This is an optimization exercise on Yosys and OpenROAD, whose aim is small area, not a production implementation. Where RTL was checked, it was by simulation tests only, not by an equivalence proof against the original.

==> module blink, before the edit <==
module blink(input signed [23:0] ins, output signed [23:0] outs,
             output signed [23:0] peak_out, output valid_out,
             input clk, input rst);
   reg [23:0] h1, a2n, z3n, z4n, qqn;
   reg r1d, ud;
   wire b1 = ~r1d;
   function [23:0] sh;
      input [23:0] x;
      sh = {{4{x[23]}}, x[23:4]};
   endfunction
   wire [23:0] a2 = ~a2n;
   wire [23:0] z3 = ~z3n;
   wire [23:0] z4 = ~z4n;
   wire [23:0] qq = ~qqn;
   wire [23:0] g2;
   rca24o a_g2(a2, {a2[23], a2n[22:4]}, r1d, g2);
   wire v3, v4;
   rnd n_3(z3, ud, v3);
   rnd n_4(z4, ud, v4);
   wire [23:0] g3;
   rca24o a_g3(z3, {z3[23], z3n[22:4]}, ud, g3);
   wire rq = ~qq[23] & (|qq[3:0]);
   wire [23:0] gq;
   rca24 a_gq(qq, sh(qqn), ~rq, gq);
   wire [23:0] y1;
   rca24 a_y1(ins, h1, b1, y1);
   wire r1 = ~y1[23] & (|y1[3:0]);
   wire [23:0] m1n;
   wire [23:0] y1n = ~y1;
   rca24 a_m1(y1n, sh(y1), 1'b1, m1n);
   wire [23:0] a;
   rca24h a_a({y1n[23], y1[22:4]}, g2, ~ud, a);
   wire u;
   rnd n_2(a, r1, u);
   wire [23:0] z;
   rca24h a_z({~a[23], a[22:4]}, g3, ~v3, z);
   wire [23:0] t;
   rca24 a_t(z, sh(z4n), ~v4, t);
   wire [23:0] z4x;
   rca24 a_z4(t, z4, ud, z4x);
   wire [23:0] w;
   rca24 a_w(t, gq, 1'b0, w);
   wire [24:0] all1;
   wire [23:0] o;
   assign all1[0] = 1'b1;
   genvar j;
   generate
      for (j = 0; j < 24; j = j + 1) begin : inc_
         flipbit fb(w[j], all1[j], u, o[j], all1[j+1]);
      end
   endgenerate
   assign outs = o;
   wire rstn;
   inv1 i_rstn(rst, rstn);
   always @(posedge clk) begin
      if (rst) begin
         r1d <= 1'b0; ud <= 1'b0;
      end else begin
         r1d <= r1; ud <= u;
      end
   end
   always @(posedge clk) begin
      if (~rstn) begin
         h1 <= 24'hffffff;
         a2n <= 24'hffffff; z3n <= 24'hffffff; z4n <= 24'hffffff;
         qqn <= 24'hffffff;
      end else begin
         h1 <= ~m1n;
         a2n <= ~a; z3n <= ~z; z4n <= ~z4x;
         qqn <= ~o;
      end
   end
   reg sd, vdn;
   reg [23:0] pkn;
   wire signed [23:0] qs = qq;
   wire below = qs < 24'sd500;
   wire [24:0] gc;
   assign gc[0] = 1'b0;
   genvar m;
   generate
      for (m = 0; m < 24; m = m + 1) begin : cmp_
         if (m == 23)
            maj c(~qq[m], ~pkn[m], gc[m], gc[m+1]);
         else
            maj c(qq[m], pkn[m], gc[m], gc[m+1]);
      end
   endgenerate
   wire load = ~below & (~sd | gc[24]);
   always @(posedge clk) begin
      if (rst) begin
         sd <= 1'b0; vdn <= 1'b1;
      end else begin
         sd <= ~below;
         vdn <= ~(sd & below);
      end
   end
   always @(posedge clk)
      if (load) pkn <= qqn;
   assign peak_out = ~(pkn | {24{vdn}});
   assign valid_out = ~vdn;
endmodule
export LEC_CHECK = 0
export CAP_MARGIN = 20
export CORE_MARGIN = 2
export CORE_UTILIZATION = 70
export CTS_BUF_LIST = sky130_fd_sc_hd__clkbuf_8
export CTS_CLUSTER_DIAMETER = 200
export CTS_CLUSTER_SIZE = 40
export GPL_TIMING_DRIVEN = 0
export SLEW_MARGIN = 20
export SYNTH_HIERARCHICAL = 1
export SYNTH_MINIMUM_KEEP_SIZE = 0
create_clock -name core_clock -period 25.0 [get_ports {clk}]
standard.sh (not shown) runs the stock make flow with config.mk's settings and CLKGATE_MAP_FILE= SYNTH_SCRIPT=/design/flow/synth_recipe.tcl, a recipe that flattens the netlist after the stock synthesis.
==> flow/flow/run.sh <==
#!/bin/bash
# The standard layout (standard.sh, with the standard synthesis), with three
# changes to how it is made:
#  - every port still gets a buffer, but the smallest one (buf_1) instead of
#    the delay buffer buffer_ports picks by itself;
#  - clock tree synthesis adds no dummy loads to balance the tree;
#  - setup repair only resizes gates and swaps pins (no new buffers).
# ORFS's full output goes to standard.log here; each step's own log is kept
# under orfs/logs/.
set -euo pipefail
export BUFFER_PORTS_ARGS="-buffer_cell sky130_fd_sc_hd__buf_1"
export CTS_ARGS="-sink_clustering_enable -repair_clock_nets -dont_use_dummy_load -buf_list sky130_fd_sc_hd__clkbuf_8 -sink_clustering_size 40 -sink_clustering_max_diameter 200"
export SETUP_MOVE_SEQUENCE="unbuffer,sizeup,swap"
bash standard.sh > standard.log 2>&1
==> next run, changes <==
--- a/flow/design.v
+++ b/flow/design.v
@@ -26,4 +26,45 @@
    assign s = a ^ b;
    assign co = a & b;
+endmodule
+module cla4(input [3:0] a, input [3:0] b, input ci, output c4);
+   wire [3:0] g = a & b;
+   wire [3:0] t = a | b;
+   assign c4 = g[3] | (t[3] & g[2]) | (t[3] & t[2] & g[1])
+             | (t[3] & t[2] & t[1] & g[0]) | (t[3] & t[2] & t[1] & t[0] & ci);
+endmodule
+module rca24l(input [23:0] a, input [23:0] b, input ci, output [23:0] s);
+   wire [24:0] c;
+   wire unused;
+   assign c[0] = ci;
+   cla4 l(a[3:0], b[3:0], ci, c[4]);
+   genvar i;
+   generate
+      for (i = 0; i < 3; i = i + 1) begin : lo_
+         fa f(a[i], b[i], c[i], s[i], c[i+1]);
+      end
+      fa f3(a[3], b[3], c[3], s[3], unused);
+      for (i = 4; i < 24; i = i + 1) begin : bit_
+         fa f(a[i], b[i], c[i], s[i], c[i+1]);
+      end
+   endgenerate
+endmodule
+module rca24hl(input [19:0] a, input [23:0] b, input ci, output [23:0] s);
+   wire [24:0] c;
+   wire unused;
+   assign c[0] = ci;
+   cla4 l(a[3:0], b[3:0], ci, c[4]);
+   genvar i;
+   generate
+      for (i = 0; i < 3; i = i + 1) begin : lo_
+         fa f(a[i], b[i], c[i], s[i], c[i+1]);
+      end
+      fa f3(a[3], b[3], c[3], s[3], unused);
+      for (i = 4; i < 20; i = i + 1) begin : bit_
+         fa f(a[i], b[i], c[i], s[i], c[i+1]);
+      end
+      for (i = 20; i < 24; i = i + 1) begin : top_
+         ha h(b[i], c[i], s[i], c[i+1]);
+      end
+   endgenerate
 endmodule
 module rca24h(input [19:0] a, input [23:0] b, input ci, output [23:0] s);
@@ -85,5 +126,5 @@
    rca24 a_gq(qq, sh(qqn), ~rq, gq);
    wire [23:0] y1;
-   rca24 a_y1(ins, h1, b1, y1);
+   rca24l a_y1(ins, h1, b1, y1);
    wire r1 = ~y1[23] & (|y1[3:0]);
    wire [23:0] m1n;
@@ -91,5 +132,5 @@
    rca24 a_m1(y1n, sh(y1), 1'b1, m1n);
    wire [23:0] a;
-   rca24h a_a({y1n[23], y1[22:4]}, g2, ~ud, a);
+   rca24hl a_a({y1n[23], y1[22:4]}, g2, ~ud, a);
    wire u;
    rnd n_2(a, r1, u);
Result: The changed run ran to the end with no violations; die area increases by 0.97%; sequential share of layout area increases by 0.28 points; setup slack is better by 0.12 ns; count of clock-buffer cells in the layout stays the same; global-route usage shrinks by 0.36 points; area after synthesis rises by 1.0%.
For the second run of this note, only the layout was checked, not whether the RTL still works.

==> static timing again, ports no longer ideal <==
In the flow no input, the clock included, has a driving cell. The finished layouts below were timed again as built, in two steps. Step 1 assumes that a clkbuf_16 drives the clock port and a buf_2 every other input. Step 2 times the ports against the registers' clock, not the clock port: input delays grow and output delays shrink by t, the midpoint of the rising clock arrivals with the driver on. Three values: ideal, step 1, step 2; two values: the first two.
| run | shift t [ns] | setup slack, ns | clock arrival spread, ns | worst slew at a driven data input, ns |
|---|---|---|---|---|
| the first run | 0.485 | 0.351 / 0.330 / 0.330 | 0.025 / 0.024 | 0.03 |
| the second run | 0.492 | 0.472 / 0.453 / 0.453 | 0.021 / 0.021 | 0.03 |
After both steps setup and hold are still met in every run listed. The setup slack of the first run, which loses most, moves by -0.021 ns with the drivers and by -0.021 ns with both steps.
